Context: an optimization exercise on an open-source flow, tuned for small area and a short achievable clock period. The choices shown serve that exercise and are no tape-out recipe. Where RTL was checked, it was by simulation tests only, not by an equivalence proof against the original. No activity file was given, so power comes from the tool's default toggle rates.

==> flow/design.v (excerpt) <==
module simple_cpu_top
(
	input  clk,
	input  reset,
	output im_abus_valid,
	output [ 7:0] im_abus_data,
	input  [15:0] im_dbus,
	output rd_mem,
	output wr_mem,
	output [7:0] dm_abus,
	input  [7:0] dm_in_dbus,
	output [7:0] dm_out_dbus
);
	wire [7:0] d  = im_dbus[7:0];
	wire jump, is_alu, mem_op;
	wire [1:0] kind;
	controller controller_inst
	(
		.opcode(im_dbus[15:8]),
		.jump(jump),
		.is_alu(is_alu),
		.kind(kind),
		.rd_dmem(rd_mem),
		.wr_dmem(wr_mem),
		.mem_op(mem_op)
	);
	instruction_control instruction_control_inst
	(
		.clk(clk),
		.reset(reset),
		.im_abus_valid(im_abus_valid),
		.im_abus_data(im_abus_data),
		.jump(jump),
		.d(d)
	);
	data_memory_control data_memory_control_inst
	(
		.mem_op(mem_op),
		.d(d),
		.dm_abus(dm_abus)
	);
	operation_module operation_module_inst
	(
		.clk(clk),
		.reset(reset),
		.d(d),
		.is_alu(is_alu),
		.kind(kind),
		.rd_dmem(rd_mem),
		.wr_dmem(wr_mem),
		.dm_in_dbus(dm_in_dbus),
		.dm_out_dbus(dm_out_dbus)
	);
endmodule
Settings: LEC_CHECK=0, ABC_AREA=1, CAP_MARGIN=20, CORE_MARGIN=2, CORE_UTILIZATION=60, SLEW_MARGIN=20; clock period 34.0 ns.
standard.sh (not shown) runs the stock make flow with config.mk's settings and CLKGATE_MAP_FILE= SYNTH_SCRIPT=/design/flow/synth_recipe.tcl, a recipe that flattens the netlist after the stock synthesis.
==> flow/flow/run.sh <==
#!/bin/bash
# Layout flow: the standard ORFS flow (standard.sh) with
#  - synthesis as synth_recipe.tcl, but ABC maps with flow/area.abc
#    (area-oriented mapping, no ABC buffering or sizing)
#  - plain buf_1 cells as the port buffers
#  - a clock tree of clkbuf_8 cells without dummy loads
#  - timing repair aiming for 18.5 ns of setup slack (the clock period stays
#    the design's; the repair only sizes and buffers harder)
# Each tool's output is in the ORFS logs under orfs/logs; make's own output
# is in make_finish.log.
set -euo pipefail
here=$(pwd)
{
  head -n 1 synth_recipe.tcl
  echo "proc abc {args} { set i [lsearch \$args -script]; if {\$i >= 0} { lset args [expr {\$i + 1}] $here/flow/area.abc }; yosys abc {*}\$args }"
  tail -n +2 synth_recipe.tcl
} > own_synth.tcl
bash standard.sh SYNTH_SCRIPT="$here/own_synth.tcl" \
  BUFFER_PORTS_ARGS="-buffer_cell sky130_fd_sc_hd__buf_1" \
  CTS_ARGS="-sink_clustering_enable -sink_clustering_size 50 -sink_clustering_max_diameter 400 -buf_list sky130_fd_sc_hd__clkbuf_8 -root_buf sky130_fd_sc_hd__clkbuf_8 -dont_use_dummy_load -repair_clock_nets" \
  SETUP_SLACK_MARGIN=18.5 finish > make_finish.log 2>&1
==> flow/flow/area.abc <==
strash
dc2
dch -f
amap
topo
stime -c
The first run finished clean.
==> next run, changes <==
--- a/flow/flow/run.sh
+++ b/flow/flow/run.sh
@@ -7 +7 @@
-#  - timing repair aiming for 18.5 ns of setup slack (the clock period stays
+#  - timing repair aiming for 19 ns of setup slack (the clock period stays
@@ -21 +21 @@
-  SETUP_SLACK_MARGIN=18.5 finish > make_finish.log 2>&1
+  SETUP_SLACK_MARGIN=19 finish > make_finish.log 2>&1
- CORE_UTILIZATION: 60 -> 75
After rerunning:
- The changed run ran to the end with no violations
- total power increases by 6.0%
- global-route usage grows by 12 points
- worst setup slack gains 0.096 ns
- non-clock buffer count went up by 4
- core utilization rises by 20 points

========
simple_cpu_top, a different RTL version from the one above (not shown whole).
For scale: ~480 cells after synthesis, about 39 flip-flops, about 53 I/O pins, about 3500 um2 of cells after synthesis.
==> flow/config.mk <==
export PLATFORM = sky130hd
export DESIGN_NAME = simple_cpu_top
export DESIGN_NICKNAME = simple_cpu_top
export VERILOG_FILES = /design/flow/design.v
export SDC_FILE = /design/flow/constraint.sdc
export NUM_CORES = 4
export LEC_CHECK = 0
export ABC_AREA = 1
export CAP_MARGIN = 20
export CORE_MARGIN = 2
export CORE_UTILIZATION = 40
export SLEW_MARGIN = 20
==> flow/constraint.sdc <==
create_clock -name core_clock -period 34.0 [get_ports {clk}]
set_input_delay 6.8000 -clock core_clock [delete_from_list [all_inputs] [get_ports {clk}]]
set_output_delay 6.8000 -clock core_clock [all_outputs]
set_load 0.01 [all_outputs]
==> flow/flow/run.sh <==
#!/bin/bash
# Standard ORFS layout, with plain buf_1 cells as the port buffers.
set -euo pipefail
bash standard.sh BUFFER_PORTS_ARGS="-buffer_cell sky130_fd_sc_hd__buf_1" finish > make_finish.log 2>&1
The first run finished with timing, DRC and antenna clean.
==> next run, changes <==
--- a/flow/config.mk
+++ b/flow/config.mk
@@ -8 +7,0 @@
-export ABC_AREA = 1
@@ -11 +10 @@
-export CORE_UTILIZATION = 40
+export CORE_UTILIZATION = 65
The changed run completed without violations; global-route usage goes up by 8.8 points; total power goes up by 1.5%; critical path depth is unchanged.
No run of this note included a check of the RTL's function; only the layout flow was run.

========
RTL: one of the versions met above, not the one the previous note started from.
Size in the first run: roughly 53 I/O pins, ~3000 um2 of cells after synthesis.
clock: 34.0 ns
lec_check: 0
abc_area: 1
cap_margin: 20
core_margin: 2
core_utilization: 40
slew_margin: 20
==> flow/flow/run.sh <==
#!/bin/bash
# Layout flow: the standard ORFS flow (standard.sh) with
#  - synthesis as synth_recipe.tcl, but ABC maps with flow/area.abc
#    (area-oriented mapping, no ABC buffering or sizing)
#  - plain buf_1 cells as the port buffers
#  - a clock tree of clkbuf_8 cells without dummy loads
# Each tool's output is in the ORFS logs under orfs/logs; make's own output
# is in make_finish.log.
set -euo pipefail
here=$(pwd)
{
  head -n 1 synth_recipe.tcl
  echo "proc abc {args} { set i [lsearch \$args -script]; if {\$i >= 0} { lset args [expr {\$i + 1}] $here/flow/area.abc }; yosys abc {*}\$args }"
  tail -n +2 synth_recipe.tcl
} > own_synth.tcl
bash standard.sh SYNTH_SCRIPT="$here/own_synth.tcl" \
  BUFFER_PORTS_ARGS="-buffer_cell sky130_fd_sc_hd__buf_1" \
  CTS_ARGS="-sink_clustering_enable -sink_clustering_size 50 -sink_clustering_max_diameter 400 -buf_list sky130_fd_sc_hd__clkbuf_8 -root_buf sky130_fd_sc_hd__clkbuf_8 -dont_use_dummy_load -repair_clock_nets" \
  SETUP_SLACK_MARGIN=19.5 finish > make_finish.log 2>&1
==> flow/flow/area.abc <==
&get -n
&st
&dch -f
&nf -p -R 1000
&put
topo
stime -c
The starting point finished with timing, DRC and antenna clean.
Next try:
==> flow/flow/run.sh (replaced) <==
#!/bin/bash
# Standard ORFS layout, with plain buf_1 cells as the port buffers.
set -euo pipefail
bash standard.sh BUFFER_PORTS_ARGS="-buffer_cell sky130_fd_sc_hd__buf_1" finish > make_finish.log 2>&1
removed: flow/flow/area.abc
Final cell count rises by 23%; clock skew goes down by 0.0071 ns; worst hold slack degrades by 0.048 ns; die area climbs by 8.2%.
Next try:
==> flow/flow/run.sh (replaced) <==
#!/bin/bash
# Layout flow: the standard ORFS flow (standard.sh) with
#  - synthesis as synth_recipe.tcl, but ABC maps with flow/area.abc
#    (area-oriented mapping, no ABC buffering or sizing)
#  - plain buf_1 cells as the port buffers
#  - a clock tree of clkbuf_8 cells without dummy loads
# Each tool's output is in the ORFS logs under orfs/logs; make's own output
# is in make_finish.log.
set -euo pipefail
here=$(pwd)
{
  head -n 1 synth_recipe.tcl
  echo "proc abc {args} { set i [lsearch \$args -script]; if {\$i >= 0} { lset args [expr {\$i + 1}] $here/flow/area.abc }; yosys abc {*}\$args }"
  tail -n +2 synth_recipe.tcl
} > own_synth.tcl
bash standard.sh SYNTH_SCRIPT="$here/own_synth.tcl" \
  BUFFER_PORTS_ARGS="-buffer_cell sky130_fd_sc_hd__buf_1" \
  CTS_ARGS="-sink_clustering_enable -sink_clustering_size 50 -sink_clustering_max_diameter 1000 -buf_list sky130_fd_sc_hd__clkbuf_16 -root_buf sky130_fd_sc_hd__clkbuf_16 -dont_use_dummy_load -repair_clock_nets" \
  SETUP_SLACK_MARGIN=19 finish > make_finish.log 2>&1
==> flow/flow/area.abc (new file) <==
&get -n
&st
&dch -f
&nf -p -R 1000
&put
topo
stime -c
Effect: Via count went down by 14%; count of clock-buffer cells in the layout does not change; worst setup slack gets better by 0.12 ns; critical path depth went down by 3; routed wire length came out lower by about 10%; die area drops by 7.6%.

========
The RTL this note starts from:
==> flow/design.v <==
module controller
(
	input  [7:0] opcode,
	output jump,
	output is_alu,
	output [1:0] kind,
	output rd_dmem,
	output wr_dmem,
	output mem_op
);
	wire hi0 = (opcode[7:3] == 5'd0);
	assign rd_dmem = hi0 & (opcode[2:0] == 3'd0);
	assign wr_dmem = hi0 & (opcode[2:0] == 3'd1);
	assign jump    = hi0 & (opcode[2:0] == 3'd2);
	assign mem_op  = hi0 & (opcode[2:1] == 2'd0);
	assign is_alu  = hi0 & (opcode[2:0] >= 3'd3) & (opcode[2:0] <= 3'd6);
	assign kind[0] = opcode[2] & ~opcode[0];
	assign kind[1] = opcode[2] & (opcode[1] | opcode[0]);
endmodule
module data_memory_control
(
	input  mem_op,
	input  [7:0] d,
	output [7:0] dm_abus
);
	assign dm_abus = mem_op ? d : 8'h00;
endmodule
module instruction_control
(
	input  clk,
	input  reset,
	output im_abus_valid,
	output [7:0] im_abus_data,
	input  jump,
	input  [7:0] d
);
	reg [7:0] PC;
	always @ (posedge clk or posedge reset)
	begin
		if (reset)
			PC <= 8'hFF;
		else if (jump)
			PC <= d;
		else
			PC <= PC + 1'b1;
	end
	assign im_abus_valid = 1'b1;
	assign im_abus_data = PC;
endmodule
module alu_stage #(parameter I = 0)
(
	input  is_div,
	input  is_mul,
	input  en_q,              
	input  a_i,               
	input  [7:0] BI,
	input  [7:0] xin,         
	output [7:0] xo,          
	output q
);
	localparam integer W = 8 - I;
	wire [W:0] c;
	wire [W-1:0] s, y;
	wire [7:0] x;
	wire g = is_div | a_i;
	genvar j;
	generate
		if (I < 7) begin : g_hi
			assign x[7:I+1] = xin[7:I+1];
		end
		if (I > 0) begin : g_lo
			assign x[I-1:0] = 8'h00;
			assign xo[I-1:0] = 8'h00;
		end
	endgenerate
	assign x[I] = a_i & ~is_mul;
	assign c[0] = is_div;
	generate
		for (j = 0; j < W; j = j + 1) begin : g_bit
			assign y[j] = BI[j] & g;
			assign s[j] = x[I+j] ^ y[j] ^ c[j];
			assign c[j+1] = (x[I+j] & y[j]) | (x[I+j] & c[j]) | (y[j] & c[j]);
		end
	endgenerate
	assign q = en_q & c[W];
	wire sel = is_mul | q;
	assign xo[7:I] = sel ? s : x[7:I];
endmodule
module alu_pre
(
	input  is_div,
	input  is_mul,
	input  [7:0] A,
	input  [7:0] B,
	input  [7:0] BI,
	output [7:0] X,
	output [7:4] Q
);
	wire [7:0] x7, x6, x5, x4;
	wire z7 = ~|B[7:1];
	wire z6 = ~|B[7:2];
	wire z5 = ~|B[7:3];
	wire z4 = ~|B[7:4];
	alu_stage #(7) s7 (.is_div(is_div), .is_mul(is_mul), .en_q(is_div & z7), .a_i(A[7]), .BI(BI), .xin(8'h00), .xo(x7), .q(Q[7]));
	alu_stage #(6) s6 (.is_div(is_div), .is_mul(is_mul), .en_q(is_div & z6), .a_i(A[6]), .BI(BI), .xin(x7), .xo(x6), .q(Q[6]));
	alu_stage #(5) s5 (.is_div(is_div), .is_mul(is_mul), .en_q(is_div & z5), .a_i(A[5]), .BI(BI), .xin(x6), .xo(x5), .q(Q[5]));
	alu_stage #(4) s4 (.is_div(is_div), .is_mul(is_mul), .en_q(is_div & z4), .a_i(A[4]), .BI(BI), .xin(x5), .xo(x4), .q(Q[4]));
	assign X = {x4[7:4], A[3:0]};
endmodule
module alu
(
	input  [1:0] kind,
	input  [7:0] A,
	input  [7:0] BI,
	input  [7:4] QH,
	output [7:0] Y
);
	wire is_div = kind[1] & kind[0];
	wire is_mul = kind[1] & ~kind[0];
	wire [7:0] x3, x2, x1;
	wire [3:0] q;
	wire z3 = &BI[7:5];
	wire z2 = &BI[7:6];
	wire z1 = BI[7];
	alu_stage #(3) s3 (.is_div(is_div), .is_mul(is_mul), .en_q(is_div & z3), .a_i(A[3]), .BI(BI), .xin(A), .xo(x3), .q(q[3]));
	alu_stage #(2) s2 (.is_div(is_div), .is_mul(is_mul), .en_q(is_div & z2), .a_i(A[2]), .BI(BI), .xin(x3), .xo(x2), .q(q[2]));
	alu_stage #(1) s1 (.is_div(is_div), .is_mul(is_mul), .en_q(is_div & z1), .a_i(A[1]), .BI(BI), .xin(x2), .xo(x1), .q(q[1]));
	wire [8:0] c0;
	wire [7:0] s0, y0, x0;
	wire g0 = ~is_mul | A[0];
	assign x0[7:1] = x1[7:1];
	assign x0[0] = A[0] & ~is_mul;
	assign c0[0] = kind[0];
	genvar j;
	generate
		for (j = 0; j < 8; j = j + 1) begin : g_s0
			assign y0[j] = BI[j] & g0;
			assign s0[j] = x0[j] ^ y0[j] ^ c0[j];
			assign c0[j+1] = (x0[j] & y0[j]) | (x0[j] & c0[j]) | (y0[j] & c0[j]);
		end
	endgenerate
	assign q[0] = c0[8];
	assign Y = is_div ? {QH, q} : s0;
endmodule
module operation_module
(
	input  clk,
	input  reset,
	input  [7:0] d,
	input  is_alu,
	input  [1:0] kind,
	input  rd_dmem,
	input  wr_dmem,
	input  [7:0] dm_in_dbus,
	output [7:0] dm_out_dbus
);
	reg        L;         
	reg  [7:0] AC;
	reg  [7:0] op_a;      
	reg  [7:0] op_b;      
	reg  [1:0] op_k;      
	reg  [7:4] op_q;      
	wire [7:0] R;
	wire [7:0] p_x;
	wire [7:4] p_q;
	wire [7:0] db = d ^ {8{kind[0]}};
	alu_pre alu_pre_inst
	(
		.is_div(kind[1] & kind[0]),
		.is_mul(~(kind[1] & kind[0])),
		.A(AC),
		.B(d),
		.BI(db),
		.X(p_x),
		.Q(p_q)
	);
	alu alu_inst
	(
		.kind(op_k),
		.A(op_a),
		.BI(op_b),
		.QH(op_q),
		.Y(R)
	);
	always @ (posedge clk or posedge reset)
	begin
		if (reset)
		begin
			L    <= 1'b0;
			AC   <= 8'h00;
			op_a <= 8'h00;
			op_b <= 8'h00;
			op_k <= 2'b00;
		end
		else
		begin
			L    <= rd_dmem;
			AC   <= L ? dm_in_dbus : R;
			op_a <= is_alu ? (kind[1] ? p_x : AC) : R;
			op_b <= is_alu ? db : 8'h00;
			op_k <= is_alu ? kind : 2'b00;
		end
	end
	always @ (posedge clk)
		op_q <= p_q;
	assign dm_out_dbus = wr_dmem ? AC : 8'h00;
endmodule
module simple_cpu_top
(
	input  clk,
	input  reset,
	output im_abus_valid,
	output [ 7:0] im_abus_data,
	input  [15:0] im_dbus,
	output rd_mem,
	output wr_mem,
	output [7:0] dm_abus,
	input  [7:0] dm_in_dbus,
	output [7:0] dm_out_dbus
);
	wire [7:0] d  = im_dbus[7:0];
	wire jump, is_alu, mem_op;
	wire [1:0] kind;
	controller controller_inst
	(
		.opcode(im_dbus[15:8]),
		.jump(jump),
		.is_alu(is_alu),
		.kind(kind),
		.rd_dmem(rd_mem),
		.wr_dmem(wr_mem),
		.mem_op(mem_op)
	);
	instruction_control instruction_control_inst
	(
		.clk(clk),
		.reset(reset),
		.im_abus_valid(im_abus_valid),
		.im_abus_data(im_abus_data),
		.jump(jump),
		.d(d)
	);
	data_memory_control data_memory_control_inst
	(
		.mem_op(mem_op),
		.d(d),
		.dm_abus(dm_abus)
	);
	operation_module operation_module_inst
	(
		.clk(clk),
		.reset(reset),
		.d(d),
		.is_alu(is_alu),
		.kind(kind),
		.rd_dmem(rd_mem),
		.wr_dmem(wr_mem),
		.dm_in_dbus(dm_in_dbus),
		.dm_out_dbus(dm_out_dbus)
	);
endmodule
clock: 34.0 ns
lec_check: 0
abc_area: 1
cap_margin: 20
core_margin: 2
core_utilization: 40
slew_margin: 20
==> flow/flow/run.sh <==
#!/bin/bash
# Layout flow: the standard ORFS flow (standard.sh) with
#  - synthesis as synth_recipe.tcl, but ABC maps with flow/area.abc
#    (area-oriented mapping, no ABC buffering or sizing)
#  - plain buf_1 cells as the port buffers
#  - a clock tree of clkbuf_8 cells without dummy loads
# Each tool's output is in the ORFS logs under orfs/logs; make's own output
# is in make_finish.log.
set -euo pipefail
here=$(pwd)
{
  head -n 1 synth_recipe.tcl
  echo "proc abc {args} { set i [lsearch \$args -script]; if {\$i >= 0} { lset args [expr {\$i + 1}] $here/flow/area.abc }; yosys abc {*}\$args }"
  tail -n +2 synth_recipe.tcl
} > own_synth.tcl
bash standard.sh SYNTH_SCRIPT="$here/own_synth.tcl" \
  BUFFER_PORTS_ARGS="-buffer_cell sky130_fd_sc_hd__buf_1" \
  CTS_ARGS="-sink_clustering_enable -sink_clustering_size 50 -sink_clustering_max_diameter 400 -buf_list sky130_fd_sc_hd__clkbuf_8 -root_buf sky130_fd_sc_hd__clkbuf_8 -dont_use_dummy_load -repair_clock_nets" \
  SETUP_SLACK_MARGIN=20 finish > make_finish.log 2>&1
==> flow/flow/area.abc <==
&get -n
&st
&dch -f
&nf -p -R 1000
&put
topo
stime -c
Edit:
==> flow/flow/run.sh (replaced) <==
#!/bin/bash
# Layout flow: the standard ORFS flow (standard.sh) with
#  - synthesis as synth_recipe.tcl, but ABC maps with flow/area.abc
#    (area-oriented mapping, no ABC buffering or sizing)
#  - plain buf_1 cells as the port buffers
#  - a clock tree of clkbuf_4 cells under a clkbuf_8 root without dummy loads
#  - timing repair aiming for 19 ns of setup slack (the clock period stays
#    the design's; the repair only sizes and buffers harder)
# Each tool's output is in the ORFS logs under orfs/logs; make's own output
# is in make_finish.log.
set -euo pipefail
here=$(pwd)
{
  head -n 1 synth_recipe.tcl
  echo "proc abc {args} { set i [lsearch \$args -script]; if {\$i >= 0} { lset args [expr {\$i + 1}] $here/flow/area.abc }; yosys abc {*}\$args }"
  tail -n +2 synth_recipe.tcl
} > own_synth.tcl
bash standard.sh SYNTH_SCRIPT="$here/own_synth.tcl" \
  BUFFER_PORTS_ARGS="-buffer_cell sky130_fd_sc_hd__buf_1" \
  CTS_ARGS="-sink_clustering_enable -sink_clustering_size 50 -sink_clustering_max_diameter 400 -buf_list sky130_fd_sc_hd__clkbuf_4 -root_buf sky130_fd_sc_hd__clkbuf_8 -dont_use_dummy_load -repair_clock_nets" \
  SETUP_SLACK_MARGIN=19 finish > make_finish.log 2>&1
==> flow/flow/area.abc (replaced) <==
strash
dc2
dch -f
amap
topo
stime -c
--- a/flow/config.mk
+++ b/flow/config.mk
@@ -9,4 +9,4 @@
 export CAP_MARGIN = 20
 export CORE_MARGIN = 2
-export CORE_UTILIZATION = 40
+export CORE_UTILIZATION = 60
 export SLEW_MARGIN = 20
Outcome: Die area fell by a quarter to a third; via count grows by a little under a tenth; power came out higher by a few percent; setup slack gets worse by 240 ps; global-route usage climbs by 11 points.
Edit:
--- a/flow/flow/run.sh
+++ b/flow/flow/run.sh
@@ -4,5 +4,5 @@
 #    (area-oriented mapping, no ABC buffering or sizing)
 #  - plain buf_1 cells as the port buffers
-#  - a clock tree of clkbuf_4 cells under a clkbuf_8 root without dummy loads
+#  - a clock tree of clkbuf_8 cells without dummy loads
 #  - timing repair aiming for 19 ns of setup slack (the clock period stays
 #    the design's; the repair only sizes and buffers harder)
@@ -18,4 +18,4 @@
 bash standard.sh SYNTH_SCRIPT="$here/own_synth.tcl" \
   BUFFER_PORTS_ARGS="-buffer_cell sky130_fd_sc_hd__buf_1" \
-  CTS_ARGS="-sink_clustering_enable -sink_clustering_size 50 -sink_clustering_max_diameter 400 -buf_list sky130_fd_sc_hd__clkbuf_4 -root_buf sky130_fd_sc_hd__clkbuf_8 -dont_use_dummy_load -repair_clock_nets" \
+  CTS_ARGS="-sink_clustering_enable -sink_clustering_size 50 -sink_clustering_max_diameter 400 -buf_list sky130_fd_sc_hd__clkbuf_8 -root_buf sky130_fd_sc_hd__clkbuf_8 -dont_use_dummy_load -repair_clock_nets" \
   SETUP_SLACK_MARGIN=19 finish > make_finish.log 2>&1
--- a/flow/config.mk
+++ b/flow/config.mk
@@ -9,4 +9,4 @@
 export CAP_MARGIN = 20
 export CORE_MARGIN = 2
-export CORE_UTILIZATION = 60
+export CORE_UTILIZATION = 40
 export SLEW_MARGIN = 20
After rerunning:
- The new run produced a clean layout
- first-iteration DRC count falls by a quarter to a third
- total power rises slightly
- final area rises slightly
- worst setup slack is worse by 33 ps
- cell count rises by a little under a tenth
- maximum frequency barely changes
Edit:
--- a/flow/config.mk
+++ b/flow/config.mk
@@ -9,4 +9,4 @@
 export CAP_MARGIN = 20
 export CORE_MARGIN = 2
-export CORE_UTILIZATION = 40
+export CORE_UTILIZATION = 60
 export SLEW_MARGIN = 20
Setup slack gets better by 33 ps.
Power shrinks by 1.3%.
Design area shrinks by about 1.8%.
Synthesized cell count does not change.
Clock skew grows by 3.4 ps.
Final cell count shrinks by 6.9%.
Die area shrinks by 32%.
Flip-flop and latch count does not change.
Maximum frequency hardly moves.
Register-to-register slack gets better by 90 ps.
Wire length shrinks by 8.6%.
Edit:
==> flow/flow/run.sh (replaced) <==
#!/bin/bash
# Standard ORFS layout, with plain buf_1 cells as the port buffers and a
# small clock tree (one cluster level, no dummy loads).
set -euo pipefail
bash standard.sh BUFFER_PORTS_ARGS="-buffer_cell sky130_fd_sc_hd__buf_1" \
  CTS_ARGS="-sink_clustering_enable -sink_clustering_size 50 -sink_clustering_max_diameter 400 -buf_list sky130_fd_sc_hd__clkbuf_8 -root_buf sky130_fd_sc_hd__clkbuf_8 -dont_use_dummy_load -repair_clock_nets" \
  finish > make_finish.log 2>&1
--- a/flow/config.mk
+++ b/flow/config.mk
@@ -9,4 +9,4 @@
 export CAP_MARGIN = 20
 export CORE_MARGIN = 2
-export CORE_UTILIZATION = 60
+export CORE_UTILIZATION = 40
 export SLEW_MARGIN = 20
removed: flow/flow/area.abc
Sequential share of layout area is lower by 2.7 points; cell count is higher by a quarter to a third; clock-buffer cell count stays the same; final area is higher by roughly a tenth; worst setup slack degrades by 150 ps; total power is higher by a few percent; area after synthesis is higher by roughly a tenth; global-route usage is lower by 9.6 points.
Edit:
==> flow/flow/run.sh (replaced) <==
#!/bin/bash
# Standard ORFS layout, with plain buf_1 cells as the port buffers.
set -euo pipefail
bash standard.sh BUFFER_PORTS_ARGS="-buffer_cell sky130_fd_sc_hd__buf_1" finish > make_finish.log 2>&1
--- a/flow/config.mk
+++ b/flow/config.mk
@@ -6,5 +6,4 @@
 export NUM_CORES = 4
 export LEC_CHECK = 0
-export ABC_AREA = 1
 export CAP_MARGIN = 20
 export CORE_MARGIN = 2
=> Fmax drops by 1.7%; sequential power went up by about 2%; final area came out higher by 2.0%; cell count decreases by 15%; die area grows by 0.94%; worst setup slack got worse by 270 ps; power climbs by 8.3%; clock-buffer cell count rose by 1; clock skew drops by 9.0 ps.

static timing again, ports no longer ideal:
In the flow no input, the clock included, has a driving cell. The finished layouts below were timed again as built, in two steps.
Step 1: set_driving_cell puts a clkbuf_16 on clk and a buf_2 on each other input, an assumption about the parent block.
Step 2 also shifts input and output timing later by t, the mid clock arrival at the registers, as if the neighbouring blocks saw the same clock.
a / b / c = ideal ports / drivers / drivers and shift; a / b = the first two.
run | shift t [ns] | setup WS [ns] | hold WS [ns] | clock arrival spread, ns
the first run of note 1 | 0.309 | 18.952 / 18.932 / 18.932 | 0.516 / 0.516 / 0.516 | 0.018 / 0.018
the second run of note 1 | 0.317 | 19.048 / 19.027 / 19.027 | 0.534 / 0.534 / 0.534 | 0.018 / 0.018
the first run of note 2 | 0.322 | 19.040 / 19.020 / 19.020 | 0.482 / 0.482 / 0.482 | 0.012 / 0.012
the second run of note 2 | 0.316 | 18.635 / 18.614 / 18.614 | 0.491 / 0.491 / 0.491 | 0.012 / 0.011
the first run of note 3 | 0.308 | 19.347 / 19.328 / 19.328 | 0.529 / 0.529 / 0.529 | 0.019 / 0.019
the second run of note 3 | 0.318 | 19.014 / 18.995 / 18.995 | 0.482 / 0.482 / 0.482 | 0.013 / 0.013
the third run of note 3 | 0.306 | 19.133 / 19.113 / 19.113 | 0.528 / 0.528 / 0.528 | 0.006 / 0.006
the first run of note 4 | 0.307 | 19.404 / 19.372 / 19.372 | 0.525 / 0.525 / 0.525 | 0.008 / 0.009
the second run of note 4 | 0.310 | 19.162 / 19.142 / 19.142 | 0.515 / 0.515 / 0.515 | 0.018 / 0.018
the third run of note 4 | 0.314 | 19.128 / 19.107 / 19.107 | 0.534 / 0.534 / 0.534 | 0.015 / 0.016
the fourth run of note 4 | 0.310 | 19.162 / 19.142 / 19.142 | 0.515 / 0.515 / 0.515 | 0.018 / 0.018
the fifth run of note 4 | 0.313 | 19.014 / 18.995 / 18.995 | 0.471 / 0.471 / 0.471 | 0.026 / 0.026
the sixth run of note 4 | 0.323 | 18.749 / 18.724 / 18.724 | 0.511 / 0.511 / 0.511 | 0.016 / 0.016
After both steps every run listed still meets setup and hold. For the first run of note 4, which loses most, drivers alone change the setup slack by -0.032 ns; drivers and shift together by -0.032 ns.
